From an optimization exercise on the open Yosys and OpenROAD flow, aimed at small area; shortcuts taken in it are not production practice. Function was checked by simulation only, so behaviour that the tests miss may differ from the original. Power is estimated from default activity; no workload was simulated.

Setup of job 7592:
// spi_display_controller_top
module spi_display_controller_top (
    input   wire            mco,
    input   wire            rst_n,
    input   wire            SPI_CLK,
    input   wire            SPI_CS,
    input   wire            SPI_MOSI,
    input   wire            DC,
    input   wire    [ 5:0]  iModeSelectorPort,
    output  wire            oDispClockPort,
    output  wire            oDispHsyncPort,
    output  wire            oDispVsyncPort,
    output  wire            oDispDataEnablePort,
    output  wire            oDispDispPort,
    output  wire            oDispLedSHDNPort,
    output  wire    [17:0]  oSRAMAddrPort,
    output  wire    [23:0]  oSRAMDataPort,
    output  wire            oSRAMDataDrivePort,
    output  wire            oSRAMWriteEnablePort,
    output  wire            oSRAMOutputEnablePort
    );
==> flow/config.mk <==
export PLATFORM = sky130hd
export DESIGN_NAME = spi_display_controller_top
export DESIGN_NICKNAME = spi_display_controller_top
export VERILOG_FILES = /design/flow/design.v
export SDC_FILE = /design/flow/constraint.sdc
export NUM_CORES = 4
export LEC_CHECK = 0
export CAP_MARGIN = 5
export CORE_MARGIN = 2
export CORE_UTILIZATION = 72
export GPL_TIMING_DRIVEN = 0
export SLEW_MARGIN = 5
==> flow/constraint.sdc <==
create_clock -name core_clock -period 5.0 [get_ports {mco}]
set_input_delay 1.0000 -clock core_clock [delete_from_list [all_inputs] [get_ports {mco}]]
set_output_delay 1.0000 -clock core_clock [all_outputs]
set_load 0.01 [all_outputs]
standard.sh (not shown) runs the stock make flow with config.mk's settings and CLKGATE_MAP_FILE= SYNTH_SCRIPT=/design/flow/synth_recipe.tcl, a recipe that flattens the netlist after the stock synthesis.
==> flow/flow/run.sh <==
#!/bin/bash
# Layout flow: the standard synthesis, then its combinational logic
# re-mapped for area by ABC (the flip-flops, their names and cell types
# are kept as the standard synthesis made them), then the standard ORFS
# layout with a lighter clock tree (no dummy loads) and minimum-size port
# buffers. Each tool's output goes to its own log file in this folder.
set -euo pipefail
W=$(pwd)
R=$W/orfs/results/$FLOW_PLATFORM/spi_display_controller_top/base
LIB=$FLOW_HOME/platforms/$FLOW_PLATFORM/lib/sky130_fd_sc_hd__tt_025C_1v80.lib
YOSYS=yosys
[[ -x $FLOW_HOME/../tools/install/yosys/bin/yosys ]] && YOSYS=$FLOW_HOME/../tools/install/yosys/bin/yosys
export CTS_ARGS="-sink_clustering_enable -repair_clock_nets -dont_use_dummy_load -buf_list sky130_fd_sc_hd__clkbuf_8"
export BUFFER_PORTS_ARGS="-buffer_cell sky130_fd_sc_hd__buf_1"
export SKIP_REPAIR_TIE_FANOUT=1

bash standard.sh synth > synth_standard.log 2>&1
cp "$R/1_2_yosys.v" "$W/standard_netlist.v"
python3 flow/gen_models.py "$LIB" "$W/standard_netlist.v" "$W/comb_models.v" > gen_models.log 2>&1

DONT_USE=""
for c in sky130_fd_sc_hd__probe_p_8 sky130_fd_sc_hd__probec_p_8; do DONT_USE="$DONT_USE -dont_use $c"; done
for c in $(grep -o 'cell *( *"\?sky130_fd_sc_hd__lpflow_[a-z0-9_]*' "$LIB" | grep -o 'sky130_fd_sc_hd__lpflow_[a-z0-9_]*' | sort -u); do
  DONT_USE="$DONT_USE -dont_use $c"
done
cat > resynth.ys <<EOS
read_verilog $W/comb_models.v
read_liberty -lib -ignore_redef $LIB
read_verilog $W/standard_netlist.v
hierarchy -check -top $FLOW_TOP
flatten
delete t:\$scopeinfo
techmap
opt -fast
abc -liberty $LIB $DONT_USE -script $W/flow/area.abc
setundef -zero
splitnets
opt_clean -purge
hilomap -singleton -hicell sky130_fd_sc_hd__conb_1 HI -locell sky130_fd_sc_hd__conb_1 LO
opt_clean -purge
stat -liberty $LIB
write_verilog -noattr -noexpr -nohex -nodec $R/1_2_yosys.v
EOS
$YOSYS -s resynth.ys > resynth.log 2>&1

bash standard.sh synth > synth_odb.log 2>&1
bash standard.sh > layout.log 2>&1
Other scripts of this flow, unchanged in this note and not shown: flow/flow/area.abc, flow/flow/gen_models.py
Setup changes, job 7592 to job 7958
- CORE_UTILIZATION: 72 -> 58
Notes after the runs:
- Per the comparison of job 7958 with job 7592, fmax +0.95%; required time at the worst-slack endpoint +50 ps.
- Comparing job 7592 and job 7958, the lower layout overhead on the synthesized area was measured on job 7592.
- Going from job 7592 to job 7958, the via count was found to have gone down by 1.4%.
- Weighted congestion reported at the end of routability-driven placement for job 7958 is lower than for job 7592.
## Diff of input files: job 2585 against job 7958
- a change of CORE_UTILIZATION from 58 to 65
### Flow results
Netlist area before placement came out exactly the same in job 2585 and job 7958. From job 7958 to job 2585 the numbers moved as follows: proportion of power drawn by the clock network rose by 0.3 points; number of signal-net buffers in the layout flat. Compared with job 7958, job 2585 shows setup slack at placement higher by 62 ps. Job 2585 gives less slack of the worst reg-to-reg path than job 7958 did. Job 2585: flow completed, timing, DRC and antenna clean. Taking job 7958 as the reference point, the required time at the worst-slack endpoint of job 2585 falls by 30 ps. On job 2585: die area is 10% lower than what job 7958 gave.

-- separate check: timing with driven ports --
The results above use ideal ports. As a check the final layouts listed here were re-extracted and re-timed, cells and wires unchanged. Step 1, drivers: a clkbuf_16 drives mco and a buf_2 each remaining input, both assumed. Step 2, shift: input delay + t, output delay - t, t = (earliest + latest rising clock arrival at the registers) / 2. This alone moves slack from input paths to output paths. a / b / c = no drivers / after step 1 / after step 2; a / b = the first two.
| run | shift t [ns] | setup WS [ns] | clock arrival spread, ns | worst register clock-pin slew, ns |
|---|---|---|---|---|
| job 7592 | 0.488 | 0.537 / 0.551 / 0.062 | 0.024 / 0.025 | 0.09 / 0.09 |
| job 7958 | 0.487 | 0.579 / 0.593 / 0.105 | 0.026 / 0.027 | 0.09 / 0.09 |
| job 2585 | 0.492 | 0.680 / 0.686 / 0.199 | 0.027 / 0.027 | 0.09 / 0.09 |
After both steps every run listed still meets setup and hold. For job 2585, which loses most, drivers alone change the setup slack by +0.006 ns; drivers and shift together by -0.481 ns.
